This is an optimization exercise on Yosys and OpenROAD, whose aim is small area, a short achievable clock period and few clock cycles, not a production implementation.
In this exercise RTL edits were held to simulation tests only and were not proved equivalent to the original.
The clock port is modelled as an ideal driver, which makes a skipped or thinned clock tree look cheaper than it is; a real chip needs a root buffer or a tree.
Power figures rest on the tool's default switching activity, not on a simulated workload.

## design/flow/config.mk

```make
export PLATFORM = sky130hd
export DESIGN_NAME = axi_data_width_converter_top
export DESIGN_NICKNAME = axi_data_width_converter_top
export VERILOG_FILES = /design/flow/design.v
export SDC_FILE = /design/flow/constraint.sdc
export NUM_CORES = 4
export LEC_CHECK = 0
export CAP_MARGIN = 20
export CORE_MARGIN = 2
export CORE_UTILIZATION = 60
export CTS_CLUSTER_DIAMETER = 150
export CTS_CLUSTER_SIZE = 20
export SETUP_SLACK_MARGIN = 2.4
export SLEW_MARGIN = 20
```

## design/flow/constraint.sdc

```tcl
create_clock -name core_clock -period 4.0 [get_ports {aclk}]
set_input_delay 0.8000 -clock core_clock [delete_from_list [all_inputs] [get_ports {aclk}]]
set_output_delay 0.8000 -clock core_clock [all_outputs]
set_load 0.01 [all_outputs]
```

## design/flow/design.v

```verilog
module axi_data_width_downsizer #(
	parameter			DATA_WIDTH_FROM	= 64,
	parameter			DATA_WIDTH_TO	= 8,
	parameter	byte	TID_WIDTH		= 1,
	parameter	byte	TDEST_WIDTH		= 1,
	parameter	byte	TUSER_WIDTH		= 1,
	parameter	bit		TID_EN			= 0,
	parameter	bit		TDEST_EN		= 0,
	parameter	bit		TUSER_EN		= 0
)(
	input logic aclk,
	input logic areset_n,
	output	logic								s_axis_tready,
	input	logic								s_axis_tvalid,
	input	logic [DATA_WIDTH_FROM - 1:0]		s_axis_tdata,
	input	logic [DATA_WIDTH_FROM / 8 - 1:0]	s_axis_tkeep,
	input	logic								s_axis_tlast,
	input	logic [TID_WIDTH - 1:0]				s_axis_tid,
	input	logic [TDEST_WIDTH - 1:0]			s_axis_tdest,
	input	logic [TUSER_WIDTH - 1:0]			s_axis_tuser,
	input	logic								m_axis_tready,
	output	logic								m_axis_tvalid,
	output	logic [DATA_WIDTH_TO - 1:0]			m_axis_tdata,
	output	logic [DATA_WIDTH_TO / 8 - 1:0]		m_axis_tkeep,
	output	logic								m_axis_tlast,
	output	logic [TID_WIDTH - 1:0]				m_axis_tid,
	output	logic [TDEST_WIDTH - 1:0]			m_axis_tdest,
	output	logic [TUSER_WIDTH - 1:0]			m_axis_tuser
);
localparam	COUNT	= DATA_WIDTH_FROM / DATA_WIDTH_TO;
localparam	KW		= DATA_WIDTH_TO / 8;
logic								b_valid;
logic [COUNT - 1:0]					b_sel;
logic [DATA_WIDTH_FROM - 1:0]		b_data;
logic [DATA_WIDTH_FROM / 8 - 1:0]	b_keep;
logic								b_last;
logic								s_ready_q;	 
logic								b_load;		 
logic								b_hold;		 
logic								o_empty;	 
logic								o_valid_q;	 
logic [DATA_WIDTH_TO - 1:0]			o_data;
logic [KW - 1:0]					o_keep;
logic								o_last;
logic								o_load;
logic [COUNT - 1:0]					chunk_end;	 
logic [COUNT - 1:0]					chunk_last;	 
logic								b_end;
logic								s_end;
logic [DATA_WIDTH_TO - 1:0]			n_data;
logic [KW - 1:0]					n_keep;
logic								n_last;
logic								b_valid_n;
logic								o_valid_n;
logic [COUNT - 1:0]					b_sel_n;
logic								g_in;
logic [COUNT - 1:0]					g_sel;
assign s_axis_tready = s_ready_q;
assign m_axis_tvalid = o_valid_q;
assign m_axis_tdata  = o_data;
assign m_axis_tkeep  = o_keep;
assign m_axis_tlast  = o_last;
assign m_axis_tid    = '0;
assign m_axis_tdest  = '0;
assign m_axis_tuser  = '0;
assign o_load = o_empty || m_axis_tready;
always_comb begin
	for (int j = 0; j < COUNT - 1; j++) begin
		chunk_end[j]  = (b_keep[(j + 1) * KW +: KW] == '0);
		chunk_last[j] = chunk_end[j];
	end
	chunk_end[COUNT - 1]  = 1'b1;
	chunk_last[COUNT - 1] = b_last;
end
assign b_end = |(b_sel & chunk_end);
assign s_end = (COUNT == 1) || (s_axis_tkeep[KW +: KW] == '0);
assign g_in  = o_load && b_load;
assign g_sel = o_load ? b_sel : '0;
always_comb begin
	n_data = {DATA_WIDTH_TO{g_in}} & s_axis_tdata[DATA_WIDTH_TO - 1:0];
	n_keep = {KW{g_in}} & s_axis_tkeep[KW - 1:0];
	n_last = (g_in & (COUNT == 1 ? s_axis_tlast : s_end)) | |(g_sel & chunk_last);
	for (int j = 0; j < COUNT; j++) begin
		n_data = n_data | ({DATA_WIDTH_TO{g_sel[j]}} & b_data[j * DATA_WIDTH_TO +: DATA_WIDTH_TO]);
		n_keep = n_keep | ({KW{g_sel[j]}} & b_keep[j * KW +: KW]);
	end
end
always_comb begin
	if (b_valid) begin
		o_valid_n = 1'b1;
		if (o_load) begin
			b_valid_n = !b_end;
			b_sel_n = b_end ? '0 : (b_sel << 1);
		end else begin
			b_valid_n = 1'b1;
			b_sel_n = b_sel;
		end
	end else begin
		o_valid_n = s_axis_tvalid;
		if (o_load) begin
			b_valid_n = s_axis_tvalid && !s_end;
			b_sel_n = (s_axis_tvalid && !s_end) ? COUNT'(2) : '0;
		end else begin
			b_valid_n = s_axis_tvalid;
			b_sel_n = s_axis_tvalid ? COUNT'(1) : '0;
		end
	end
end
always_ff @(posedge aclk) begin
	if (!areset_n) begin
		b_valid   <= 1'b0;
		s_ready_q <= 1'b1;
		b_load    <= 1'b1;
		b_hold    <= 1'b0;
		b_sel     <= '0;
		o_empty   <= 1'b1;
		o_valid_q <= 1'b0;
	end else begin
		b_valid   <= b_valid_n;
		s_ready_q <= !b_valid_n;
		b_load    <= !b_valid_n;
		b_hold    <= b_valid_n;
		b_sel     <= b_sel_n;
		if (o_load) begin
			o_empty   <= !o_valid_n;
			o_valid_q <= o_valid_n;
		end
	end
end
always_ff @(posedge aclk) begin
	b_data <= ({DATA_WIDTH_FROM{b_load}} & s_axis_tdata) | ({DATA_WIDTH_FROM{b_hold}} & b_data);
	b_keep <= ({DATA_WIDTH_FROM / 8{b_load}} & s_axis_tkeep) | ({DATA_WIDTH_FROM / 8{b_hold}} & b_keep);
	b_last <= (b_load & s_axis_tlast) | (b_hold & b_last);
end
always_ff @(posedge aclk) begin
	o_data <= n_data | ({DATA_WIDTH_TO{!o_load}} & o_data);
	o_keep <= n_keep | ({KW{!o_load}} & o_keep);
	o_last <= n_last | (!o_load & o_last);
end
endmodule
module axi_data_width_converter_top #(
	parameter		SLAVE_DATA_WIDTH	= 256,
	parameter		MASTER_DATA_WIDTH	= 32,
	parameter byte	TID_WIDTH			= 1, 
	parameter byte	TDEST_WIDTH			= 1,
	parameter byte	TUSER_WIDTH			= 1,
	parameter bit	TID_EN				= 0,
	parameter bit	TDEST_EN			= 0,
	parameter bit	TUSER_EN			= 0
)(
	input logic aclk,
	input logic areset_n,
	output	logic								s_axis_tready,
	input	logic								s_axis_tvalid,
	input	logic [SLAVE_DATA_WIDTH - 1:0]		s_axis_tdata,
	input	logic [SLAVE_DATA_WIDTH / 8 - 1:0]	s_axis_tkeep,
	input	logic								s_axis_tlast,
	input	logic [TID_WIDTH - 1:0]				s_axis_tid,
	input	logic [TDEST_WIDTH - 1:0]			s_axis_tdest,
	input	logic [TUSER_WIDTH - 1:0]			s_axis_tuser,
	input	logic								m_axis_tready,
	output	logic								m_axis_tvalid,
	output	logic [MASTER_DATA_WIDTH - 1:0]		m_axis_tdata,
	output	logic [MASTER_DATA_WIDTH / 8 - 1:0]	m_axis_tkeep,
	output	logic								m_axis_tlast,
	output	logic [TID_WIDTH - 1:0]				m_axis_tid,
	output	logic [TDEST_WIDTH - 1:0]			m_axis_tdest,
	output	logic [TUSER_WIDTH - 1:0]			m_axis_tuser
);
axi_data_width_downsizer #(
		.DATA_WIDTH_FROM(SLAVE_DATA_WIDTH),
		.DATA_WIDTH_TO(MASTER_DATA_WIDTH),
		.TID_WIDTH(TID_WIDTH),
		.TDEST_WIDTH(TDEST_WIDTH),
		.TUSER_WIDTH(TUSER_WIDTH),
		.TID_EN(TID_EN),
		.TDEST_EN(TDEST_EN),
		.TUSER_EN(TUSER_EN)
	) downsizer(
		.aclk(aclk),
		.areset_n(areset_n),
		.s_axis_tid(s_axis_tid),
		.s_axis_tdest(s_axis_tdest),
		.s_axis_tuser(s_axis_tuser),
		.m_axis_tid(m_axis_tid),
		.m_axis_tdest(m_axis_tdest),
		.m_axis_tuser(m_axis_tuser),
		.s_axis_tready(s_axis_tready),
		.s_axis_tvalid(s_axis_tvalid),
		.s_axis_tkeep(s_axis_tkeep),
		.s_axis_tdata(s_axis_tdata),
		.s_axis_tlast(s_axis_tlast),
		.m_axis_tready(m_axis_tready),
		.m_axis_tvalid(m_axis_tvalid),
		.m_axis_tdata(m_axis_tdata),
		.m_axis_tkeep(m_axis_tkeep),
		.m_axis_tlast(m_axis_tlast)
	);
endmodule
```

## design/flow/flow/run.sh

```bash
#!/bin/bash
# Standard layout, with the port buffers made from the smallest plain buffer
# and the top of the clock tree rebuilt after CTS (flow/post_cts.tcl).
set -euo pipefail
export BUFFER_PORTS_ARGS="-buffer_cell sky130_fd_sc_hd__buf_1"
export POST_CTS_TCL="$PWD/flow/post_cts.tcl"
bash standard.sh > standard.log 2>&1
```

## design/flow/flow/post_cts.tcl

```tcl
# Rebuild the top of the clock tree that CTS built: keep CTS's leaf buffers
# (each drives one cluster of flip-flops), drop the buffers above them and
# the dummy loads, and drive the leaves from a few root buffers, each placed
# at the centre of its group of leaves and driven by the clock port.
set nroots 4
if {[info exists ::env(CLK_ROOTS)]} { set nroots $::env(CLK_ROOTS) }
set block [ord::get_db_block]
set port_net [$block findNet aclk]
set master [[ord::get_db] findMaster sky130_fd_sc_hd__clkbuf_16]

# the leaf buffers: clock buffers that drive at least one flip-flop
set leaves {}
set upper {}
foreach inst [$block getInsts] {
  set name [$inst getName]
  if {[string match "clkload*" $name]} { odb::dbInst_destroy $inst; continue }
  if {![string match "clkbuf_*" $name]} continue
  set onet [[$inst findITerm X] getNet]
  set drives_ff 0
  foreach it [$onet getITerms] {
    if {[string match "*_*" [[$it getInst] getName]] && [[$it getMTerm] getName] eq "CLK"} { set drives_ff 1; break }
  }
  if {$drives_ff} { lappend leaves $inst } else { lappend upper $inst }
}
foreach inst $upper {
  set onet [[$inst findITerm X] getNet]
  odb::dbInst_destroy $inst
  if {$onet ne "NULL" && [llength [$onet getITerms]] == 0} { odb::dbNet_destroy $onet }
}
foreach inst $leaves {
  set it [$inst findITerm A]
  set n [$it getNet]
  $it disconnect
  if {$n ne "NULL" && $n ne $port_net && [llength [$n getITerms]] == 0 && [llength [$n getBTerms]] == 0} { odb::dbNet_destroy $n }
}
puts "clock tree: [llength $leaves] leaf buffers kept, [llength $upper] upper buffers removed"

# group the leaves by k-means on their locations
proc center {inst} {
  set b [$inst getBBox]
  return [list [expr {([$b xMin] + [$b xMax]) / 2}] [expr {([$b yMin] + [$b yMax]) / 2}]]
}
set pts {}
foreach inst $leaves { lappend pts [center $inst] }
set n [llength $pts]
set cents {}
set sorted [lsort -integer -index 0 $pts]
for {set k 0} {$k < $nroots} {incr k} {
  lappend cents [lindex $sorted [expr {($k * $n + $n / 2) / $nroots}]]
}
for {set iter 0} {$iter < 30} {incr iter} {
  set assign {}
  foreach p $pts {
    set best 0; set bd -1
    for {set k 0} {$k < $nroots} {incr k} {
      set c [lindex $cents $k]
      set d [expr {abs([lindex $p 0] - [lindex $c 0]) + abs([lindex $p 1] - [lindex $c 1])}]
      if {$bd < 0 || $d < $bd} { set bd $d; set best $k }
    }
    lappend assign $best
  }
  set new {}
  for {set k 0} {$k < $nroots} {incr k} {
    set sx 0; set sy 0; set c 0
    foreach p $pts a $assign { if {$a == $k} { incr sx [lindex $p 0]; incr sy [lindex $p 1]; incr c } }
    if {$c} { lappend new [list [expr {$sx / $c}] [expr {$sy / $c}]] } else { lappend new [lindex $cents $k] }
  }
  set cents $new
}
for {set k 0} {$k < $nroots} {incr k} {
  set members {}
  foreach inst $leaves a $assign { if {$a == $k} { lappend members $inst } }
  if {![llength $members]} continue
  set root [odb::dbInst_create $block $master "clkbuf_root_${k}_aclk"]
  set c [lindex $cents $k]
  $root setLocation [lindex $c 0] [lindex $c 1]
  $root setPlacementStatus PLACED
  set rnet [odb::dbNet_create $block "clknet_root_${k}_aclk"]
  $rnet setSigType CLOCK
  [$root findITerm A] connect $port_net
  [$root findITerm X] connect $rnet
  foreach inst $members { [$inst findITerm A] connect $rnet }
  puts "root $k at $c drives [llength $members] leaves"
}
# power pins of the new cells
foreach inst [$block getInsts] {
  if {![string match "clkbuf_root_*" [$inst getName]]} continue
  foreach it [$inst getITerms] {
    set m [[$it getMTerm] getName]
    if {$m eq "VPWR" || $m eq "VPB"} { $it connect [$block findNet VDD] }
    if {$m eq "VGND" || $m eq "VNB"} { $it connect [$block findNet VSS] }
  }
}
detailed_placement
estimate_parasitics -placement
report_clock_latency
repair_timing_helper
detailed_placement
check_placement -verbose
```

## design/flow/standard.sh

```bash
#!/bin/bash
# synth_recipe.tcl (not shown) runs the flow's synth.tcl, then flattens the netlist and writes it again
# the make line also repeats each setting of config.mk as NAME=value (left out here)
make -C /OpenROAD-flow-scripts/flow DESIGN_CONFIG=/design/flow/config.mk WORK_HOME=/design/flow/orfs CLKGATE_MAP_FILE= SYNTH_SCRIPT=/design/flow/synth_recipe.tcl "${@:-finish}"
```

==> flow_summary.ini, run 1 <==
[place]
dp.cells = 1502
dp_slack_ns = 1.54
finalWeightedCongestion = 0.811
dp_hpwl_mm = 21.4
io_buffers = 331

[timing]
finalCritPeriodShare_pct = 40.2
setup_viol = 0
clock_skew_ns = 0.0436
fin_setup_tns_ns = 0
slew_violations = 0
setup_ws_ns = 2.39
fin_hold_ws_ns = 0.474
max_freq_ghz = 0.622
period_minus_slack_ns = 1.61
rsz0062_at_grt = true
max_slew.worst_pin.slew_ns = 0.506
slew_headroom_pct = 66.3
hold_viol_final = 0

[logic_synthesis]
ys_types = 29
yosys_warnings = 1
ys_ff_latch = 338
synth-main-ff-cell = dfxtp_1
async_flop_share_pct = 0
syn_inst = 1003
synth_edf_count = 0
avgSynthCellArea_sq_um = 11.8
yosysSeqAreaShare_pct = 57.3
syn_area_sq_um = 11800

[global_routing]
grt-ovfl-total = 0
grt_pass1_vias = 9593
grt_max_degree = 95
grt_first_pass_wirelength_mm = 54.0
grt_antenna_before_repair = 6
grt_util_all_layers_pct = 33.4

[cts]
clock_sinks = 338
clkLatencyLatePin_ns = 0.33
clk_pin_slew_ns = 0.08

[cells_and_area]
num-nets-final = 1579
syn_to_final_growth_pct = 21.0
final_util_pct = 73.7
final_cells = 1550
drive_above_1_share_pct = 12.7

[worst_hold_path]
hp-start = downsizer.b_data[81]$_DFF_P_
min_path_type = flop to flop

[routing]
wl_per_cell_um = 23.6
drt_iter0_markers = 980
drtPass1Iterations = 8
via_count = 10100
vias_per_cell = 6.53
ant_nets = 0
drc = 0
wl_mm = 36.6

[setup_path]
path_buf_inv = 1
setup.worst_path.class = flop to output port
path_max_fanout = 2
critPathTopFamily = flip-flops
cp_data_arrival_time_ns = 0.81
end_kind = output port
path_cells = buf_6
cp_data_required_time_ns = 3.20
critical-path-slowest-cell = dfxtp_4
slowest_delay_ns = 0.36
cp-startpoint = downsizer.s_ready_q$_SDFF_PN1_
startpoint_type = flop
reg2reg_from = downsizer.b_keep[14]$_DFF_P_

[power]
powerDensity_nw_per_um2 = 484
p_leak_uw = 0.00544
irDropWorstVdd_v = 0.000366

[die]
start_util_pct = 60.9
die_area_sq_um = 20800
io_pins = 338
die_height_um = 144
core_sq_um = 19400
num_rows = 51
die_width_um = 144

[run_status]
status = finished clean

[job]
cap_violations = 0
## sequential cells by signal (all words and copies together), names as in the netlist
signal / flops
downsizer.b_data: 256
downsizer.b_keep: 32
downsizer.b_last: 1
downsizer.b_sel: 8
downsizer.b_valid: 1
downsizer.o_data: 32
downsizer.o_empty: 1
downsizer.o_keep: 4
downsizer.o_last: 1
downsizer.o_valid_q: 1
downsizer.s_ready_q: 1
## synth_stat cells, types with 2 or more instances
library cell  count  area, sq um
dfxtp_1         338         6770
a22o_1          325         2850
clkbuf_1         53          199
buf_2            44          220
nor2_1           41          154
a221oi_1         37          324
a22oi_1          37          278
a222oi_1         36          360
a41oi_1          36          315
buf_1            14         52.6
nand2_1           8         30.0
nor4_1            8         50.1
a22o_2            7         70.1
buf_4             3         22.5
and3_1            2         12.5
## cells by family after synthesis
family / share of synthesized area [%]
other: 0.0317
AOI/OAI and AO/OA: 35.9
DFF: 57.3
muxes: 0.0953
buffers and inverters: 4.18
and+or+nand+nor: 2.51
## layer usage
layer  global-route usage [%]  wire (um)  up-vias
met5                        0         58        -
met4                     13.9       1250        8
met3                     9.34       3790       94
met2                     52.4      16800      490
met1                     43.7      14700     4899
li1                         -          -     4631
## metrics by stage
step | total power, uW | cell area, sq um
after global placement | 4820 | 13100
after detailed placement | 4850 | 13100
after global routing | 7200 | 14300
final | 6910 | 14300
after floorplan | 4550 | 11900
## report_power, final
part | internal (uW) | switching (uW)
registers | 3760 | 261
logic | 520 | 411
clock network | 942 | 1020
## layout make-up, without the clock buffers
class,count,area [sq um]
Tap cell,265,332
Timing Repair Buffer,367,1960
Buffer,4,100
Multi-Input combinational cell,554,4620
Fill cell,1464,5100
Sequential cell,338,6850
Antenna cell,5,12.5
## placed cells by master, fill, tap and decap left out, types with 2 or more instances in the layout
cell       instances
nor4_4             2
buf_8              3
buf_6             46
nor4_2             4
buf_16             2
diode_2            5
dfxtp_4            9
a41oi_1           36
a221oi_1          37
conb_1             3
buf_4             19
dfxtp_1          290
a22o_2             7
nor2_1            41
clkbuf_16         21
dfxtp_2           39
buf_1            291
a22o_1           325
and3_1             2
nand2_1            7
a22oi_1           37
nor4_1             3
buf_12             5
a222oi_1          36
## final timing paths
path | to | slack (ns) | cells after the start
max | s_axis_tready | 2.39 | 1
min | downsizer.b_data[81]$_DFF_P_ | 0.47 | 1
max reg2reg | downsizer.b_sel[5]$_SDFFE_PN0P_ | 2.42 | 6
min reg2reg | downsizer.b_data[81]$_DFF_P_ | 0.47 | 1
Testbench counts, summed over its fixed seeds: cycles 18,458.
==> inputs of run 2 (changes only) <==
--- a/design/flow/config.mk
+++ b/design/flow/config.mk
@@ -10,5 +10,6 @@
 export CORE_UTILIZATION = 60
 export CTS_CLUSTER_DIAMETER = 150
 export CTS_CLUSTER_SIZE = 20
+export PLACE_DENSITY = 0.75
 export SETUP_SLACK_MARGIN = 2.4
 export SLEW_MARGIN = 20
==> run 2 against run 1 <==
Against the previous run: critical path depth did not move; largest power group unchanged; sequential share of layout area barely moved; sequential power barely moved; worst setup slack improved by 0.016 ns; wire length fell by 0.35%; critical path type unchanged; synthesized cell count did not move; die area did not move; clock power barely moved; critical endpoint unchanged; sequential cell count did not move; first-iteration DRC count fell by 4.3%.
==> flow_summary.ini, run 2 <==
[run_status]
status = finished clean

[logic_synthesis]
synth_edf_count = 0
synth.most_common_cell = dfxtp_1
yosys_warnings = 1
avgSynthCellArea_sq_um = 11.8
synth-main-ff-cell = dfxtp_1
yosys.area.top_type_share_pct = 57.3
yosysSeqAreaShare_pct = 57.3
synth_top_area_cell = dfxtp_1
ys_ff_latch = 338
syn_inst = 1003
synth_area_leaders = dfxtp_1 57%, a22o_1 24%, a222oi_1 3.0%
async_flop_share_pct = 0
syn_area_sq_um = 11800
ys_types = 29
synthTopCellsByCount = 338 x dfxtp_1, 325 x a22o_1, 53 x clkbuf_1, 44 x buf_2, 41 x nor2_1

[timing]
slew_headroom_pct = 57.7
fin_setup_tns_ns = 0
rsz0062_at_grt = true
clock_skew_ns = 0.0405
slew_violations = 0
max_freq_ghz = 0.628
setup_viol = 0
period_minus_slack_ns = 1.59
fin_hold_ws_ns = 0.474
setup_ws_ns = 2.41
max_slew.worst_pin.slew_ns = 0.634
hold_viol_final = 0
finalCritPeriodShare_pct = 39.8

[cells_and_area]
fillers = 1470
num-nets-final = 1571
largest_reg_flops = 256
top_regs = downsizer.b_data (256), downsizer.b_keep (32), downsizer.o_data (32)
layout_commonest_cell = a22o_1
regMostFlops = downsizer.b_data
drive_above_1_share_pct = 11.9
final_cell_mix = 325 x a22o_1, 291 x buf_1, 290 x dfxtp_1
multi_input_area_sq_um = 4590
syn_to_final_growth_pct = 21.0
regArea_sq_um = 6850
final_cells = 1544

[power]
powerDensity_nw_per_um2 = 482
p_leak_uw = 0.00544
finalPower_uw = 6900
irDropWorstVdd_v = 0.000362

[routing]
vias_per_cell = 6.57
wl_mm = 36.5
drt_iter0_markers = 938
drc = 0
ant_nets = 0
via_count = 10100
wl_per_cell_um = 23.6
drtPass1Iterations = 6

[setup_path]
setup.worst_path.class = flop to output port
cp_data_arrival_time_ns = 0.79
cp_data_required_time_ns = 3.20
startpoint_type = flop
critPathTopFamily = flip-flops
end_kind = output port
path_buf_inv = 1
critical-path-slowest-cell = dfxtp_4
path_cells = buf_6
path_max_fanout = 2
slowest_delay_ns = 0.36

[cts]
clk_pin_slew_ns = 0.08
clkLatencyLatePin_ns = 0.32
clock_sinks = 338

[die]
die_area_sq_um = 20800
die_height_um = 144
core_sq_um = 19400
io_pins = 338
num_rows = 51
start_util_pct = 60.9
die_width_um = 144

[global_routing]
grt_max_degree = 131
grt_first_pass_wirelength_mm = 52.1
grt_pass1_vias = 9615
grt_util_all_layers_pct = 32.1
grt-ovfl-total = 0
grt_antenna_before_repair = 3

[place]
dp_hpwl_mm = 21.1
dp.cells = 1500
dp_slack_ns = 1.95
finalWeightedCongestion = 0.813
io_buffers = 331

[worst_hold_path]
min_path_type = flop to flop

[job]
cap_violations = 0
-- run 2: cell counts after synthesis --
No cell type changed its count.
-- run 2: through the flow --
step	utilization, %	instance area (sq um)
2_1_floorplan	-	11900
3_3_place_gp	67.4	13100
3_5_place_dp	67.4	13100
5_1_grt	73.6	14300
6_report	73.7	14300
-- run 2: final cells by class, without the clock buffers --
| class | count | share of cell area, % |
|---|---|---|
| sequential | 338 | 47.9 |
| multi-input combinational | 553 | 32.1 |
| timing repair buffer | 360 | 13.9 |
| tap | 265 | 2.32 |
| buffer | 4 | 0.700 |
| antenna | 7 | 0.122 |
-- run 2: worst paths after layout --
path	endpoint	slack [ns]	start	cells after the start
max reg2reg	downsizer.o_data[0]$_DFF_P_	2.42	downsizer.s_ready_q$_SDFF_PN1_	4
max	s_axis_tready	2.41	downsizer.s_ready_q$_SDFF_PN1_	1
min reg2reg	downsizer.b_data[215]$_DFF_P_	0.47	downsizer.b_data[215]$_DFF_P_	1
min	downsizer.b_data[215]$_DFF_P_	0.47	downsizer.b_data[215]$_DFF_P_	1
-- run 2: kinds of logic (layout without fill, tap and decap cells) --
family | after synthesis | in the layout | synth area share [%]
buf+inv | 114 | 381 | 4.18
simple gates | 65 | 65 | 2.51
flops | 338 | 338 | 57.3
mux | 1 | 1 | 0.0953
compound gates | 484 | 484 | 35.9
other cells | 1 | 10 | 0.0317
-- run 2: power breakdown --
group	internal [uW]	switching [uW]
registers	3760	255
clock network	941	1010
logic	521	418
-- run 2: metal layers --
layer | track usage (%) | vias up | share of wire, %
li1 | - | 4626 | -
met1 | 42.0 | 4911 | 40
met2 | 51.2 | 533 | 46
met3 | 8.77 | 73 | 11
met4 | 12.1 | 2 | 2.8
met5 | 0 | - | 0.036
==> inputs of run 3 (changes only) <==
--- a/design/flow/config.mk
+++ b/design/flow/config.mk
@@ -10,6 +10,6 @@
 export CORE_UTILIZATION = 60
 export CTS_CLUSTER_DIAMETER = 150
 export CTS_CLUSTER_SIZE = 20
-export PLACE_DENSITY = 0.75
+export GPL_ROUTABILITY_DRIVEN = 0
 export SETUP_SLACK_MARGIN = 2.4
 export SLEW_MARGIN = 20
==> run 3 against run 2 <==
Against the previous run: critical path type unchanged; wire length increased by 0.35%; cell area about the same; area after synthesis unchanged; power increased by 0.20%; global-route usage increased by 1.3 points; sequential power about the same; core utilization about the same; final cell count increased by 0.39%; via count decreased by 0.23%.
==> flow_summary.ini, run 3 <==
[die]
core_sq_um = 19400
start_util_pct = 60.9
num_rows = 51
die_width_um = 144
io_pins = 338
die_area_sq_um = 20800
die_height_um = 144

[cts]
clk_pin_slew_ns = 0.08
clkLatencyLatePin_ns = 0.33
clock_sinks = 338

[cells_and_area]
stdcell_area_sq_um = 14300
top_regs = downsizer.b_data (256), downsizer.b_keep (32), downsizer.o_data (32)
regMostFlops = downsizer.b_data
syn_to_final_growth_pct = 21.0
multi_input_area_sq_um = 4620
regArea_sq_um = 6850
drive_above_1_share_pct = 12.7
final_util_pct = 73.7
final_cell_mix = 325 x a22o_1, 291 x buf_1, 290 x dfxtp_1
largest_reg_flops = 256
num-nets-final = 1579
fillers = 1464
layout_commonest_cell = a22o_1

[global_routing]
grt_first_pass_wirelength_mm = 54.0
grt-ovfl-total = 0
grt_util_all_layers_pct = 33.4
grt_pass1_vias = 9593
grt_max_degree = 95
grt_antenna_before_repair = 6

[setup_path]
startpoint_type = flop
critical-path-slowest-cell = dfxtp_4
path_max_fanout = 2
path_cells = buf_6
r2r_cells = 6
critPathTopFamily = flip-flops
slowest_delay_ns = 0.36
reg2reg_from = downsizer.b_keep[14]$_DFF_P_
setup.worst_path.class = flop to output port
end_kind = output port
reg2reg_to = downsizer.b_sel[5]$_SDFFE_PN0P_
path_buf_inv = 1
cp_data_required_time_ns = 3.20
r2r_setup_slack_ns = 2.42
cp_data_arrival_time_ns = 0.81

[power]
powerDensity_nw_per_um2 = 484
finalPower_uw = 6910
p_leak_uw = 0.00544
irDropWorstVdd_v = 0.000366

[logic_synthesis]
synth_area_leaders = dfxtp_1 57%, a22o_1 24%, a222oi_1 3.0%
synth_top_area_cell = dfxtp_1
ys_ff_latch = 338
synth_xor_area_share_pct = 0
synth_mux_area_share_pct = 0.0953
avgSynthCellArea_sq_um = 11.8
synth_compound_gate_area_share_pct = 35.9
synth_edf_count = 0
synthTopCellsByCount = 338 x dfxtp_1, 325 x a22o_1, 53 x clkbuf_1, 44 x buf_2, 41 x nor2_1
synth_fa_ha_area_share_pct = 0
synth_simple_gate_area_share_pct = 2.51
yosysSeqAreaShare_pct = 57.3
async_flop_share_pct = 0
ys_types = 29
synth_top_family_by_area = compound AO/OA/AOI/OAI gates
synth.most_common_cell = dfxtp_1
syn_inst = 1003
synth-main-ff-cell = dfxtp_1
syn_area_sq_um = 11800
yosys.area.top_type_share_pct = 57.3
yosys_warnings = 1

[timing]
finalCritPeriodShare_pct = 40.2
slew_headroom_pct = 66.3
setup_viol = 0
clock_skew_ns = 0.0436
max_freq_ghz = 0.622
slew_violations = 0
hold_viol_final = 0
rsz0062_at_grt = true
period_minus_slack_ns = 1.61
fin_setup_tns_ns = 0
max_slew.worst_pin.slew_ns = 0.506

[routing]
drc = 0
via_count = 10100
wl_mm = 36.6
drtPass1Iterations = 8
drt_iter0_markers = 980
vias_per_cell = 6.53
ant_nets = 0
wl_per_cell_um = 23.6

[job]
cap_violations = 0

[place]
io_buffers = 331
dp_hpwl_mm = 21.4
place_area_sq_um = 13100

[run_status]
status = finished clean

[worst_hold_path]
hold_depth = 1
hp-start = downsizer.b_data[81]$_DFF_P_
min_path_type = flop to flop
hold_end = downsizer.b_data[81]$_DFF_P_
run 3: final cells by class, without the clock buffers:
| type | count | share of cell area (%) |
|---|---|---|
| multi-input combinational | 554 | 32.3 |
| sequential | 338 | 47.9 |
| timing repair buffer | 367 | 13.7 |
| buffer | 4 | 0.700 |
| antenna | 5 | 0.0875 |
| tap | 265 | 2.32 |
run 3: cell families (layout without fill, tap and decap cells):
| logic type | Yosys count | in the layout |
|---|---|---|
| compound gates | 484 | 484 |
| flops | 338 | 338 |
| buf+inv | 114 | 388 |
| simple gates | 65 | 66 |
| other cells | 1 | 8 |
| mux | 1 | 1 |
run 3: stage by stage:
stage	hold WS, ns	instances	setup slack (ns)
global placement	0.452	1502	1.59
floorplan	0.439	1005	2.33
finish	0.474	1550	2.39
detailed placement	0.453	1502	1.54
global route	0.486	1546	2.37
run 3: how the worst max path moves through the flow:
stage / depth (start not counted) / from / to
after global routing: 6 / downsizer.b_keep[14]$_DFF_P_ / downsizer.b_sel[5]$_SDFFE_PN0P_
after floorplan: 4 / s_axis_tkeep[7] / downsizer.b_sel[1]$_SDFFE_PN0P_
after detailed placement: 4 / m_axis_tready / downsizer.o_data[21]$_DFF_P_
final: 1 / downsizer.s_ready_q$_SDFF_PN1_ / s_axis_tready
after global placement: 4 / m_axis_tready / downsizer.o_keep[2]$_DFF_P_
run 3: power breakdown:
group / switching (uW) / internal, uW / total, uW
sequential: 261 / 3760 / 4020
combinational: 411 / 520 / 931
clock: 1020 / 942 / 1960
total: 1690 / 5220 / 6910
run 3: worst register-to-register path: cells and delay by family, from the launching register on:
kind | cells | cell delay, ns
compound gates | 1 | 0.23
flops | 1 | 0.36
simple gates | 4 | 0.71
buf+inv | 1 | 0.17
run 3: layer usage:
| layer | track usage, % | wire, um |
|---|---|---|
| met1 | 43.7 | 14700 |
| met2 | 52.4 | 16800 |
| met3 | 9.34 | 3790 |
| met4 | 13.9 | 1250 |
| met5 | 0 | 58 |
==> inputs of run 4 (changes only) <==
--- a/design/flow/config.mk
+++ b/design/flow/config.mk
@@ -9,7 +9,6 @@
 export CORE_MARGIN = 2
 export CORE_UTILIZATION = 60
 export CTS_CLUSTER_DIAMETER = 150
-export CTS_CLUSTER_SIZE = 20
-export GPL_ROUTABILITY_DRIVEN = 0
+export CTS_CLUSTER_SIZE = 25
 export SETUP_SLACK_MARGIN = 2.4
 export SLEW_MARGIN = 20
==> run 4 against run 3 <==
Against the previous run: still clean on timing, DRC and antenna; critical path depth increased by 5; area after synthesis unchanged; critical endpoint is now downsizer.b_sel[6]$_SDFFE_PN0P_; synthesized cell count unchanged; sequential cell count unchanged; clock power decreased by 8%; clock skew increased by 0.0033 ns.
==> flow_summary.ini, run 4 <==
[run_status]
status = finished clean

[routing]
wl_per_cell_um = 23.5
drc = 0
via_count = 10100
wl_mm = 36.3
drtPass1Iterations = 6
drt_iter0_markers = 859
ant_nets = 0
vias_per_cell = 6.52

[power]
finalPower_uw = 6750
p_leak_uw = 0.00540
powerDensity_nw_per_um2 = 476
irDropWorstVdd_v = 0.000346

[setup_path]
critPathTopFamily = simple AND/OR/NAND/NOR gates
startpoint_type = primary input
path_buf_inv = 2
end_kind = flop
path_max_fanout = 7
critical-path-slowest-cell = or2_4
cp_data_arrival_time_ns = 1.80
r2r_setup_slack_ns = 2.43
path_cells = buf_2 -> or2_4 -> nand2_2 -> nor4_4 -> buf_4 -> a22o_2
setup.worst_path.class = primary input to flop
cp_data_required_time_ns = 4.20
slowest_delay_ns = 0.29

[place]
io_buffers = 331
finalWeightedCongestion = 0.811
dp_hpwl_mm = 21.4
place_area_sq_um = 13100

[timing]
max_freq_ghz = 0.628
setup_viol = 0
fin_hold_ws_ns = 0.476
rsz0062_at_grt = true
finalCritPeriodShare_pct = 39.8
clock_skew_ns = 0.0469
slew_violations = 0
period_minus_slack_ns = 1.59
slew_headroom_pct = 58.0
fin_setup_tns_ns = 0
hold_viol_final = 0
max_slew.worst_pin.slew_ns = 0.630

[logic_synthesis]
syn_area_sq_um = 11800
yosys_warnings = 1
ys_types = 29
async_flop_share_pct = 0
yosys.area.top_type_share_pct = 57.3
syn_inst = 1003
ys_ff_latch = 338
synthTopCellsByCount = 338 x dfxtp_1, 325 x a22o_1, 53 x clkbuf_1, 44 x buf_2, 41 x nor2_1
synth_edf_count = 0
yosysSeqAreaShare_pct = 57.3
synth-main-ff-cell = dfxtp_1
synth_top_area_cell = dfxtp_1
synth.most_common_cell = dfxtp_1
synth_area_leaders = dfxtp_1 57%, a22o_1 24%, a222oi_1 3.0%
avgSynthCellArea_sq_um = 11.8

[cts]
clkLatencyLatePin_ns = 0.32
clk_pin_slew_ns = 0.09
clock_sinks = 338

[die]
core_sq_um = 19400
io_pins = 338
die_width_um = 144
start_util_pct = 60.9
die_area_sq_um = 20800
die_height_um = 144
num_rows = 51

[global_routing]
grt_util_all_layers_pct = 33.5
grt_pass1_vias = 9642
grt_max_degree = 95
grt_first_pass_wirelength_mm = 53.9
grt-ovfl-total = 0
grt_antenna_before_repair = 7

[cells_and_area]
regMostFlops = downsizer.b_data
stdcell_area_sq_um = 14200
syn_to_final_growth_pct = 20.1
final_util_pct = 73.2
final_cell_mix = 325 x a22o_1, 290 x dfxtp_1, 289 x buf_1
largest_reg_flops = 256
multi_input_area_sq_um = 4610
regArea_sq_um = 6850
num-nets-final = 1574
top_regs = downsizer.b_data (256), downsizer.b_keep (32), downsizer.o_data (32)
drive_above_1_share_pct = 12.4
layout_commonest_cell = a22o_1
fillers = 1471

[job]
cap_violations = 0

[worst_hold_path]
min_path_type = flop to flop
run 4: worst paths after layout:
path                           startpoint                         endpoint  cells after the start
max                         m_axis_tready  downsizer.b_sel[6]$_SDFFE_PN0P_                      6
min          downsizer.b_data[60]$_DFF_P_     downsizer.b_data[60]$_DFF_P_                      1
max reg2reg  downsizer.b_keep[14]$_DFF_P_  downsizer.b_sel[6]$_SDFFE_PN0P_                      6
min reg2reg  downsizer.b_data[60]$_DFF_P_     downsizer.b_data[60]$_DFF_P_                      1
run 4: cell type report, without the clock buffers:
| class | instances | share of cell area [%] |
|---|---|---|
| Tap cell | 265 | 2.34 |
| Timing Repair Buffer | 365 | 13.6 |
| Multi-Input combinational cell | 554 | 32.5 |
| Buffer | 4 | 0.705 |
| Sequential cell | 338 | 48.3 |
| Antenna cell | 7 | 0.123 |
run 4: metrics by stage:
step / instances / worst slack (ns)
detailed placement: 1502 / 1.54
global placement: 1502 / 1.59
global route: 1543 / 2.36
floorplan: 1005 / 2.33
finish: 1547 / 2.41
run 4: worst register-to-register path: stages, from the launching register on:
cell and delay, ns:
dfxtp_1 0.37, nor4_2 0.30, nand2_1 0.10, nand4_1 0.24, nor4_4 0.06, buf_4 0.17
a22o_2 0.24
run 4: power by group:
group	internal, uW	total (uW)	switching (uW)	leakage, uW
clock network	813	1800	988	0.000222
registers	3760	4020	260	0.00285
logic	521	931	410	0.00232
total	5090	6750	1660	0.00540
run 4: per-layer routing:
layer	vias up	wire length, um	GRT usage [%]
met5	-	35	0
met4	6	1540	15.3
met3	95	3620	8.31
met2	481	16500	53.0
met1	4883	14600	43.4
li1	4626	-	-
run 4: kinds of logic after synthesis:
family	synth area share [%]
AOI/OAI and AO/OA	35.9
muxes	0.0953
and+or+nand+nor	2.51
other	0.0317
buffers and inverters	4.18
DFF	57.3
==> inputs of run 5 (changes only) <==
--- a/design/flow/config.mk
+++ b/design/flow/config.mk
@@ -12,3 +12,4 @@
 export CTS_CLUSTER_SIZE = 25
 export SETUP_SLACK_MARGIN = 2.4
 export SLEW_MARGIN = 20
+export TNS_END_PERCENT = 50
==> run 5 against run 4 <==
Against the previous run: worst setup slack worse by 0.0090 ns; sequential share of layout area decreased by 0.19 points; register-to-register slack improved by 0.02 ns; maximum frequency is 0.56% lower; combinational power down 0.6%; global-route usage is 1.4 points lower; highest routed layer unchanged; still clean on timing, DRC and antenna; cell area increased by 0.47%.
==> flow_summary.ini, run 5 <==
[run_status]
status = finished clean

[routing]
wl_mm = 37.0
wl_per_cell_um = 24.0
drc = 0
ant_nets = 0
vias_per_cell = 6.55
via_count = 10100
drtPass1Iterations = 8
drt_iter0_markers = 910

[worst_hold_path]
hp-start = downsizer.b_data[251]$_DFF_P_
hold_end = downsizer.b_data[251]$_DFF_P_
hold_depth = 1
min_path_type = flop to flop

[cells_and_area]
num-nets-final = 1574
top_regs = downsizer.b_data (256), downsizer.b_keep (32), downsizer.o_data (32)
regArea_sq_um = 6850
syn_to_final_growth_pct = 20.7
final_cell_mix = 325 x a22o_1, 289 x buf_1, 288 x dfxtp_1
fillers = 1455
drive_above_1_share_pct = 12.8
largest_reg_flops = 256
multi_input_area_sq_um = 4620
regMostFlops = downsizer.b_data
layout_commonest_cell = a22o_1
final_util_pct = 73.5

[setup_path]
cp_data_arrival_time_ns = 0.80
reg2reg_from = downsizer.b_valid$_SDFF_PN0_
slowest_delay_ns = 0.36
critical-path-slowest-cell = dfxtp_2
r2r_setup_slack_ns = 2.45
path_cells = buf_6
cp_data_required_time_ns = 3.20
path_buf_inv = 1
critPathTopFamily = flip-flops
end_kind = output port
reg2reg_to = downsizer.b_valid$_SDFF_PN0_
r2r_cells = 3
setup.worst_path.class = flop to output port
path_max_fanout = 2
startpoint_type = flop

[die]
die_height_um = 144
num_rows = 51
io_pins = 338
die_width_um = 144
core_sq_um = 19400
die_area_sq_um = 20800
start_util_pct = 60.9

[power]
powerDensity_nw_per_um2 = 475
p_leak_uw = 0.00542
irDropWorstVdd_v = 0.000367

[logic_synthesis]
yosysSeqAreaShare_pct = 57.3
yosys_warnings = 1
synth.most_common_cell = dfxtp_1
async_flop_share_pct = 0
synth_top_area_cell = dfxtp_1
synth-main-ff-cell = dfxtp_1
ys_ff_latch = 338
syn_inst = 1003
ys_types = 29
synth_edf_count = 0
avgSynthCellArea_sq_um = 11.8
syn_area_sq_um = 11800
synthTopCellsByCount = 338 x dfxtp_1, 325 x a22o_1, 53 x clkbuf_1, 44 x buf_2, 41 x nor2_1
synth_area_leaders = dfxtp_1 57%, a22o_1 24%, a222oi_1 3.0%
yosys.area.top_type_share_pct = 57.3

[global_routing]
grt-ovfl-total = 0
grt_max_degree = 154
grt_first_pass_wirelength_mm = 52.3
grt_util_all_layers_pct = 32.1
grt_antenna_before_repair = 2
grt_pass1_vias = 9407

[timing]
hold_viol_final = 0
clock_skew_ns = 0.0799
fin_hold_ws_ns = 0.472
period_minus_slack_ns = 1.60
slew_violations = 0
max_freq_ghz = 0.625
setup_viol = 0
fin_setup_tns_ns = 0
slew_headroom_pct = 64.3
finalCritPeriodShare_pct = 40.0
setup_ws_ns = 2.40
rsz0062_at_grt = true
max_slew.worst_pin.slew_ns = 0.536

[place]
dp_hpwl_mm = 21.5
finalWeightedCongestion = 0.842
io_buffers = 331
dp_slack_ns = 1.87

[job]
cap_violations = 0

[cts]
clk_pin_slew_ns = 0.10
clkLatencyLatePin_ns = 0.34
clock_sinks = 338
[run 5: worst max-delay path by stage]
| stage | from | end | cells past startpoint |
|---|---|---|---|
| 6_report | downsizer.o_data[6]$_DFF_P_ | m_axis_tdata[6] | 1 |
| 5_1_grt | s_axis_tkeep[4] | downsizer.b_sel[1]$_SDFFE_PN0P_ | 5 |
| 3_5_place_dp | m_axis_tready | downsizer.b_sel[4]$_SDFFE_PN0P_ | 5 |
| 3_3_place_gp | m_axis_tready | downsizer.b_sel[4]$_SDFFE_PN0P_ | 5 |
| 2_1_floorplan | s_axis_tkeep[7] | downsizer.b_sel[1]$_SDFFE_PN0P_ | 4 |
[run 5: cells by family after synthesis]
| family | after synthesis | synth area share (%) |
|---|---|---|
| AO/OA/AOI/OAI | 484 | 35.9 |
| multiplexers | 1 | 0.0953 |
| flip-flops | 338 | 57.3 |
| buffers and inverters | 114 | 4.18 |
| other | 1 | 0.0317 |
| AND/OR/NAND/NOR | 65 | 2.51 |
[run 5: metrics by stage]
step	std cells	cell area, sq um	power [uW]
after detailed placement	1500	13100	4840
final	1543	14300	6770
after global placement	1500	13100	4820
after floorplan	1005	11900	4540
after global routing	1540	14300	7010
[run 5: final cells by class, without the clock buffers]
type	count	area share, %
Buffer	4	0.702
Timing Repair Buffer	365	14.0
Sequential cell	338	48.1
Tap cell	265	2.33
Antenna cell	3	0.0526
Multi-Input combinational cell	554	32.4
[run 5: layer usage]
metal,up-vias,wire (um),track usage (%)
met2,485,16900,50.6
li1,4628,-,-
met1,4915,15200,43.8
met3,71,3770,7.68
met4,2,1130,10.1
met5,-,13,0
[run 5: report_power, final]
group          total, uW  internal [uW]  switching, uW
clock network       1820            814           1010
registers           4030           3760            266
logic                925            521            404
total               6770           5100           1680
==> inputs of run 6 (changes only) <==
--- a/design/flow/config.mk
+++ b/design/flow/config.mk
@@ -10,6 +10,6 @@
 export CORE_UTILIZATION = 60
 export CTS_CLUSTER_DIAMETER = 150
 export CTS_CLUSTER_SIZE = 25
+export GPL_TIMING_DRIVEN = 0
 export SETUP_SLACK_MARGIN = 2.4
 export SLEW_MARGIN = 20
-export TNS_END_PERCENT = 50
==> run 6 against run 5 <==
Against the previous run: via count rose by 10%; first-iteration DRC count rose by 56%; worst setup slack got worse by 0.031 ns; sequential share of layout area fell by 0.88 points; combinational power rose by 14%; critical endpoint is now m_axis_tdata[15]; largest cell class unchanged; largest power group unchanged.
==> flow_summary.ini, run 6 <==
[timing]
rsz0062_at_grt = true
fin_setup_tns_ns = 0
slew_violations = 0
setup_viol = 0
fin_hold_ws_ns = 0.475
max_freq_ghz = 0.612
finalCritPeriodShare_pct = 40.8
max_slew.worst_pin.slew_ns = 0.718
hold_viol_final = 0
period_minus_slack_ns = 1.63
slew_headroom_pct = 52.1
clock_skew_ns = 0.0466

[logic_synthesis]
syn_area_sq_um = 11800
avgSynthCellArea_sq_um = 11.8
synth_top_area_cell = dfxtp_1
synth-main-ff-cell = dfxtp_1
synth_area_leaders = dfxtp_1 57%, a22o_1 24%, a222oi_1 3.0%
async_flop_share_pct = 0
yosys_warnings = 1
synth_edf_count = 0
yosysSeqAreaShare_pct = 57.3
yosys.area.top_type_share_pct = 57.3
syn_inst = 1003
synthTopCellsByCount = 338 x dfxtp_1, 325 x a22o_1, 53 x clkbuf_1, 44 x buf_2, 41 x nor2_1
synth.most_common_cell = dfxtp_1
ys_ff_latch = 338
ys_types = 29

[routing]
drtPass1Iterations = 6
via_count = 11100
wl_mm = 43.3
met3_length_mm = 5.24
drt_iter0_markers = 1416
route.met2.wl_mm = 19.0
vias_per_cell = 6.84
wl_met1_mm = 16.9
wl_per_cell_um = 26.6
ant_nets = 0
maxUsedRoutingLayer = met4
drc = 0

[power]
irDropWorstVdd_v = 0.000324
finalPower_uw = 6900
powerDensity_nw_per_um2 = 477
p_leak_uw = 0.00569

[global_routing]
grt-ovfl-total = 0
grt_first_pass_wirelength_mm = 61.9
grt_antenna_before_repair = 1
grt_pass1_vias = 10500
grt_util_all_layers_pct = 40.1
grt_max_degree = 26

[setup_path]
path_buf_inv = 1
setup.worst_path.class = flop to output port
cp_data_arrival_time_ns = 0.83
end_kind = output port
path_cells = buf_6
critPathTopFamily = flip-flops
slowest_delay_ns = 0.38
cp_data_required_time_ns = 3.20
critical-path-slowest-cell = dfxtp_2
path_max_fanout = 2
startpoint_type = flop

[die]
die_width_um = 144
start_util_pct = 60.9
die_area_sq_um = 20800
num_rows = 51
core_sq_um = 19400
die_height_um = 144
io_pins = 338

[cells_and_area]
fillers = 1487
syn_to_final_growth_pct = 22.4
layout_commonest_cell = a22o_1
largest_reg_flops = 256
num-nets-final = 1661
top_regs = downsizer.b_data (256), downsizer.b_keep (32), downsizer.o_data (32)
regMostFlops = downsizer.b_data
drive_above_1_share_pct = 16.7
final_cell_mix = 325 x a22o_1, 294 x dfxtp_1, 292 x buf_1
multi_input_area_sq_um = 4600
regArea_sq_um = 6820

[cts]
clock_sinks = 338
clk_pin_slew_ns = 0.10
clkLatencyLatePin_ns = 0.33

[place]
io_buffers = 331
finalWeightedCongestion = 0.970
dp_hpwl_mm = 30.1

[job]
cap_violations = 0

[run_status]
status = finished clean

[worst_hold_path]
min_path_type = flop to flop
==> run 6: cell counts after synthesis <==
No cell type changed its count.
==> run 6: worst paths after layout <==
check / end / start / depth (start not counted) / slack [ns]
worst max-delay path: m_axis_tdata[15] / downsizer.o_data[15]$_DFF_P_ / 1 / 2.37
worst min-delay path: downsizer.b_data[56]$_DFF_P_ / downsizer.b_data[56]$_DFF_P_ / 1 / 0.47
worst max register to register: downsizer.o_data[25]$_DFF_P_ / downsizer.b_sel[7]$_SDFFE_PN0P_ / 4 / 2.42
worst min register to register: downsizer.b_data[56]$_DFF_P_ / downsizer.b_data[56]$_DFF_P_ / 1 / 0.47
==> run 6: metrics by stage <==
stage               setup WS (ns)  area [sq um]  instances  utilization (%)
floorplan                    2.33         11900       1005                -
global placement             1.94         13500       1601             69.4
detailed placement           1.93         13500       1601             69.4
global route                 2.36         14500       1628             74.5
finish                       2.37         14500       1629             74.5
==> run 6: cell families (layout without fill, tap and decap cells) <==
kind of cell / count (synthesis) / in the layout / synth area share [%]
muxes: 1 / 1 / 0.0953
AOI/OAI and AO/OA: 484 / 484 / 35.9
buffers and inverters: 114 / 471 / 4.18
DFF: 338 / 338 / 57.3
other: 1 / 5 / 0.0317
and+or+nand+nor: 65 / 65 / 2.51
==> run 6: cell type report, without the clock buffers <==
class	instances	area share (%)
repair buffers	339	11.0
diodes	2	0.0346
multi-input cells	553	31.8
well taps	265	2.29
plain buffers	118	5.22
flip-flops and latches	338	47.2
==> run 6: where the power goes <==
group	internal, uW	switching [uW]
registers	3770	262
logic	535	519
clock network	814	1000
total	5120	1790
==> run 6: routing by layer <==
layer,up-vias,track usage (%)
li1,4789,-
met1,5372,54.2
met2,837,62.1
met3,143,8.44
met4,0,18.1
met5,-,0
==> inputs of run 7 (changes only) <==
--- a/design/flow/config.mk
+++ b/design/flow/config.mk
@@ -9,7 +9,6 @@
 export CORE_MARGIN = 2
 export CORE_UTILIZATION = 60
 export CTS_CLUSTER_DIAMETER = 150
-export CTS_CLUSTER_SIZE = 25
-export GPL_TIMING_DRIVEN = 0
-export SETUP_SLACK_MARGIN = 2.4
+export CTS_CLUSTER_SIZE = 20
+export SETUP_SLACK_MARGIN = 2.45
 export SLEW_MARGIN = 20
==> run 7 against run 6 <==
Against the previous run: still clean on timing, DRC and antenna; maximum frequency up 2.0%; first-iteration DRC count down 32%; core utilization up 0.77 points; worst hold slack about the same; wire length down 13%; cell area up 1.0%; global-route usage down 6.0 points; sequential share of layout area down 0.24 points; power up 1.5%; critical path type unchanged; critical endpoint is now m_axis_tdata[1]; largest cell class unchanged; largest power group unchanged.
==> flow_summary.ini, run 7 <==
[logic_synthesis]
syn_area_sq_um = 11800
synthTopCellsByCount = 338 x dfxtp_1, 325 x a22o_1, 53 x clkbuf_1, 44 x buf_2, 41 x nor2_1
ys_ff_latch = 338
synth.most_common_cell = dfxtp_1
yosys_warnings = 1
synth-main-ff-cell = dfxtp_1
yosys.area.top_type_share_pct = 57.3
async_flop_share_pct = 0
syn_inst = 1003
yosysSeqAreaShare_pct = 57.3
synth_top_area_cell = dfxtp_1
synth_edf_count = 0
synth_area_leaders = dfxtp_1 57%, a22o_1 24%, a222oi_1 3.0%
ys_types = 29
avgSynthCellArea_sq_um = 11.8

[routing]
via_count = 10300
drtPass1Iterations = 6
vias_per_cell = 6.62
ant_nets = 0
wl_mm = 37.8
drc = 0
drt_iter0_markers = 965
wl_per_cell_um = 24.3

[die]
die_area_sq_um = 20800
start_util_pct = 60.9
die_height_um = 144
num_rows = 51
core_sq_um = 19400
io_pins = 338
die_width_um = 144

[setup_path]
reg2reg_to = downsizer.b_sel[4]$_SDFFE_PN0P_
path_max_fanout = 2
startpoint_type = flop
cp_data_required_time_ns = 3.20
cp-startpoint = downsizer.o_data[1]$_DFF_P_
cp_data_arrival_time_ns = 0.80
cp-endpoint = m_axis_tdata[1]
r2r_cells = 6
path_buf_inv = 1
critical-path-slowest-cell = dfxtp_2
reg2reg_from = downsizer.b_keep[27]$_DFF_P_
slowest_delay_ns = 0.35
path_cells = buf_6
critPathTopFamily = flip-flops
end_kind = output port
r2r_setup_slack_ns = 2.49
setup.worst_path.class = flop to output port
path_depth = 1

[timing]
finalCritPeriodShare_pct = 40.0
max_freq_ghz = 0.624
setup_viol = 0
clock_skew_ns = 0.0501
fin_setup_tns_ns = 0
slew_violations = 0
period_minus_slack_ns = 1.60
hold_viol_final = 0
rsz0062_at_grt = true

[cells_and_area]
drive_above_1_share_pct = 15.0
stdcell_area_sq_um = 14600
regMostFlops = downsizer.b_data
largest_reg_flops = 256
syn_to_final_growth_pct = 23.7
num-nets-final = 1583
final_cell_mix = 325 x a22o_1, 289 x buf_1, 287 x dfxtp_1
fillers = 1413
top_regs = downsizer.b_data (256), downsizer.b_keep (32), downsizer.o_data (32)
layout_commonest_cell = a22o_1
final_cells = 1555

[cts]
clk_pin_slew_ns = 0.08
clkLatencyLatePin_ns = 0.34
clock_sinks = 338

[place]
dp.cells = 1497
dp_hpwl_mm = 20.9
place_area_sq_um = 13200
finalWeightedCongestion = 0.790
io_buffers = 331

[global_routing]
grt_pass1_vias = 9733
grt_first_pass_wirelength_mm = 54.7
grt_util_all_layers_pct = 34.1
grt_max_degree = 80
grt_antenna_before_repair = 4
grt-ovfl-total = 0

[worst_hold_path]
min_path_type = flop to flop

[power]
irDropWorstVdd_v = 0.000357
p_leak_uw = 0.00555
powerDensity_nw_per_um2 = 480
finalPower_uw = 7010

[job]
cap_violations = 0

[run_status]
status = finished clean
==> run 7: cell counts after synthesis <==
No cell type changed its count.
==> run 7: area by class of cell, without the clock buffers <==
type	instances	area [sq um]	area share, %
Antenna cell	6	15.0	0.103
Buffer	4	100	0.685
Multi-Input combinational cell	555	4750	32.5
Sequential cell	338	6860	47.0
Tap cell	265	332	2.27
Timing Repair Buffer	370	2130	14.6
==> run 7: worst min path at each step <==
stage	start	end	slack, ns	cells after the start
after global routing	downsizer.b_data[56]$_DFF_P_	downsizer.b_data[56]$_DFF_P_	0.49	1
final	downsizer.b_data[52]$_DFF_P_	downsizer.b_data[52]$_DFF_P_	0.48	1
after floorplan	downsizer.b_data[100]$_DFF_P_	downsizer.b_data[100]$_DFF_P_	0.44	1
after detailed placement	downsizer.b_data[141]$_DFF_P_	downsizer.b_data[141]$_DFF_P_	0.45	1
after global placement	downsizer.b_data[75]$_DFF_P_	downsizer.b_data[75]$_DFF_P_	0.45	1
==> run 7: routing by layer <==
metal / wire length (um) / track usage [%] / vias to the layer above / share of wire (%)
met5: 16 / 0 / - / 0.042
met4: 1610 / 14.1 / 2 / 4.3
met3: 3690 / 8.28 / 101 / 9.8
met2: 17300 / 54.7 / 529 / 46
met1: 15100 / 44.2 / 4998 / 40
li1: - / - / 4660 / -
==> run 7: cells by family after synthesis <==
kind of cell	count (synthesis)	synth area share (%)
flops	338	57.3
buf+inv	114	4.18
compound gates	484	35.9
other cells	1	0.0317
mux	1	0.0953
simple gates	65	2.51
==> run 7: through the flow <==
step	utilization (%)	worst slack, ns	hold slack (ns)
after floorplan	-	2.33	0.439
after global placement	67.8	1.74	0.452
final	75.3	2.40	0.475
after detailed placement	67.8	1.68	0.452
after global routing	75.3	2.38	0.489
==> run 7: power by group <==
part / switching, uW / total, uW / internal [uW] / leakage (uW)
Clock: 1050 / 1990 / 942 / 0.000259
Sequential: 263 / 4020 / 3760 / 0.00286
Combinational: 437 / 996 / 559 / 0.00244
Total: 1750 / 7010 / 5260 / 0.00555
==> inputs of run 8 (changes only) <==
--- a/design/flow/config.mk
+++ b/design/flow/config.mk
@@ -10,5 +10,5 @@
 export CORE_UTILIZATION = 60
 export CTS_CLUSTER_DIAMETER = 150
 export CTS_CLUSTER_SIZE = 20
-export SETUP_SLACK_MARGIN = 2.45
+export SETUP_SLACK_MARGIN = 2.35
 export SLEW_MARGIN = 20
==> run 8 against run 7 <==
Against the previous run: global-route usage is 2.0 points lower; register-to-register slack lost 0.10 ns; worst hold slack lost 0.0015 ns; clock skew fell by 0.028 ns; sequential share of layout area is 1.1 points higher; cell area is 2.4% lower; critical endpoint is now downsizer.b_sel[1]$_SDFFE_PN0P_; largest cell class unchanged; power fell by 1.0%; first-iteration DRC count decreased by 28%; area after synthesis stayed put.
==> flow_summary.ini, run 8 <==
[setup_path]
critical-path-slowest-cell = nor4_4
path_max_fanout = 3
critPathTopFamily = simple AND/OR/NAND/NOR gates
cp_data_required_time_ns = 4.22
startpoint_type = primary input
reg2reg_from = downsizer.s_ready_q$_SDFF_PN1_
reg2reg_to = downsizer.o_data[24]$_DFF_P_
slowest_delay_ns = 0.40
path_cells = clkbuf_2 -> nor4_4 -> nor3_2 -> a32o_1 -> a22o_1
cp_data_arrival_time_ns = 1.84
path_buf_inv = 1
r2r_setup_slack_ns = 2.39
r2r_cells = 4
end_kind = flop
setup.worst_path.class = primary input to flop

[place]
finalWeightedCongestion = 0.792
io_buffers = 331
dp_hpwl_mm = 21.0

[power]
p_leak_uw = 0.00543
irDropWorstVdd_v = 0.000377
powerDensity_nw_per_um2 = 486
finalPower_uw = 6930

[logic_synthesis]
yosys.area.top_type_share_pct = 57.3
avgSynthCellArea_sq_um = 11.8
yosysSeqAreaShare_pct = 57.3
synth_edf_count = 0
synth-main-ff-cell = dfxtp_1
synth.most_common_cell = dfxtp_1
ys_ff_latch = 338
syn_area_sq_um = 11800
yosys_warnings = 1
ys_types = 29
syn_inst = 1003
synth_top_area_cell = dfxtp_1
async_flop_share_pct = 0
synthTopCellsByCount = 338 x dfxtp_1, 325 x a22o_1, 53 x clkbuf_1, 44 x buf_2, 41 x nor2_1
synth_area_leaders = dfxtp_1 57%, a22o_1 24%, a222oi_1 3.0%

[run_status]
status = finished clean

[die]
die_height_um = 144
start_util_pct = 60.9
io_pins = 338
core_sq_um = 19400
die_width_um = 144
num_rows = 51
die_area_sq_um = 20800

[routing]
drt_iter0_markers = 690
ant_nets = 0
via_count = 10100
wl_mm = 36.4
wl_per_cell_um = 23.5
drc = 0
drtPass1Iterations = 8
vias_per_cell = 6.56

[worst_hold_path]
hold_depth = 1
hold_end = downsizer.b_data[50]$_DFF_P_
min_path_type = flop to flop
hp-start = downsizer.b_data[50]$_DFF_P_

[cells_and_area]
num-nets-final = 1575
largest_reg_flops = 256
drive_above_1_share_pct = 12.3
syn_to_final_growth_pct = 20.7
fillers = 1475
layout_commonest_cell = a22o_1
multi_input_area_sq_um = 4610
top_regs = downsizer.b_data (256), downsizer.b_keep (32), downsizer.o_data (32)
regArea_sq_um = 6850
final_cell_mix = 325 x a22o_1, 290 x dfxtp_1, 290 x buf_1
regMostFlops = downsizer.b_data

[timing]
period_minus_slack_ns = 1.63
max_freq_ghz = 0.614
setup_viol = 0
fin_setup_tns_ns = 0
hold_viol_final = 0
slew_violations = 0
clock_skew_ns = 0.0225
rsz0062_at_grt = true
max_slew.worst_pin.slew_ns = 0.629
finalCritPeriodShare_pct = 40.7
slew_headroom_pct = 58.0

[cts]
clock_sinks = 338
clk_pin_slew_ns = 0.08
clkLatencyLatePin_ns = 0.33

[global_routing]
grt_util_all_layers_pct = 32.1
grt-ovfl-total = 0
grt_max_degree = 164
grt_first_pass_wirelength_mm = 52.4
grt_pass1_vias = 9562
grt_antenna_before_repair = 4

[job]
cap_violations = 0
run 8: cell counts after synthesis:
Identical to the previous run, type by type.
run 8: final cells by class, without the clock buffers:
class | instances | area share (%)
repair buffers | 362 | 13.6
flip-flops and latches | 338 | 48.0
well taps | 265 | 2.33
diodes | 5 | 0.0878
multi-input cells | 555 | 32.3
plain buffers | 4 | 0.702
run 8: kinds of logic (layout without fill, tap and decap cells):
| group | after synthesis | count (layout) | synth area share, % |
|---|---|---|---|
| AOI/OAI and AO/OA | 484 | 484 | 35.9 |
| buffers and inverters | 114 | 383 | 4.18 |
| other | 1 | 8 | 0.0317 |
| muxes | 1 | 1 | 0.0953 |
| DFF | 338 | 338 | 57.3 |
| and+or+nand+nor | 65 | 67 | 2.51 |
run 8: per-stage QoR:
stage	setup slack, ns	utilization [%]	cells	hold WS [ns]	instance area (sq um)
floorplan	2.29	-	1005	0.439	11900
global placement	1.57	67.3	1498	0.452	13100
detailed placement	1.53	67.3	1498	0.453	13100
global route	2.30	73.4	1541	0.484	14200
finish	2.37	73.5	1546	0.474	14300
run 8: worst max path at each step:
| stage | from | endpoint | slack (ns) | cells past startpoint |
|---|---|---|---|---|
| floorplan | s_axis_tkeep[7] | downsizer.b_sel[1]$_SDFFE_PN0P_ | 2.29 | 4 |
| global placement | m_axis_tready | downsizer.b_sel[4]$_SDFFE_PN0P_ | 1.57 | 5 |
| detailed placement | m_axis_tready | downsizer.o_data[30]$_DFF_P_ | 1.53 | 4 |
| global route | s_axis_tkeep[4] | downsizer.b_sel[1]$_SDFFE_PN0P_ | 2.30 | 5 |
| finish | s_axis_tkeep[4] | downsizer.b_sel[1]$_SDFFE_PN0P_ | 2.37 | 5 |
run 8: power by group:
part           internal [uW]  switching [uW]  total (uW)
sequential              3760             260        4020
combinational            519             413         932
clock                    942            1040        1980
total                   5220            1710        6930
run 8: worst register-to-register path, cell delays in order, from the launching register on:
cell	delay (ns)
dfxtp_4	0.37
buf_4	0.24
buf_16	0.27
a222oi_1	0.43
a41oi_1	0.16
run 8: layer usage:
metal | vias to the layer above | track usage, % | wire, um
li1 | 4628 | - | -
met1 | 4908 | 41.6 | 14500
met2 | 518 | 52.2 | 16900
met3 | 74 | 8.74 | 3790
met4 | 8 | 10.3 | 1080
met5 | - | 0 | 55

afterwards: timing with drivers on the ports:
No port has a modelled driver above. Below, the same layouts with a new extraction and two added sets of constraints.
Step 1 (the two cells are an assumption about what drives the block):
set clk [get_ports {aclk}]
set_driving_cell -lib_cell sky130_fd_sc_hd__clkbuf_16 $clk
set_driving_cell -lib_cell sky130_fd_sc_hd__buf_2 [delete_from_list [all_inputs] $clk]
Step 2 also shifts input and output timing later by t, the mid clock arrival at the registers, as if the neighbouring blocks saw the same clock.
Slacks: no drivers / after step 1 / after step 2; pairs: no drivers / after step 1.
| run | t (ns) | setup WS [ns] | worst hold slack (ns) |
|---|---|---|---|
| run 1 | 0.404 | 2.392 / 2.298 / 2.061 | 0.474 / 0.474 / 0.474 |
| run 2 | 0.400 | 2.409 / 2.310 / 2.115 | 0.474 / 0.474 / 0.474 |
| run 3 | 0.404 | 2.392 / 2.298 / 2.061 | 0.474 / 0.474 / 0.474 |
| run 4 | 0.397 | 2.408 / 2.313 / 2.062 | 0.476 / 0.476 / 0.476 |
| run 5 | 0.390 | 2.399 / 2.308 / 2.102 | 0.472 / 0.472 / 0.472 |
| run 6 | 0.406 | 2.367 / 2.267 / 2.097 | 0.475 / 0.475 / 0.475 |
| run 7 | 0.405 | 2.399 / 2.312 / 2.110 | 0.475 / 0.475 / 0.475 |
| run 8 | 0.403 | 2.371 / 2.314 / 2.034 | 0.474 / 0.474 / 0.474 |
After both steps setup and hold are still met in every run listed. For run 4, which loses most, drivers alone change the setup slack by -0.095 ns; drivers and shift together by -0.346 ns.
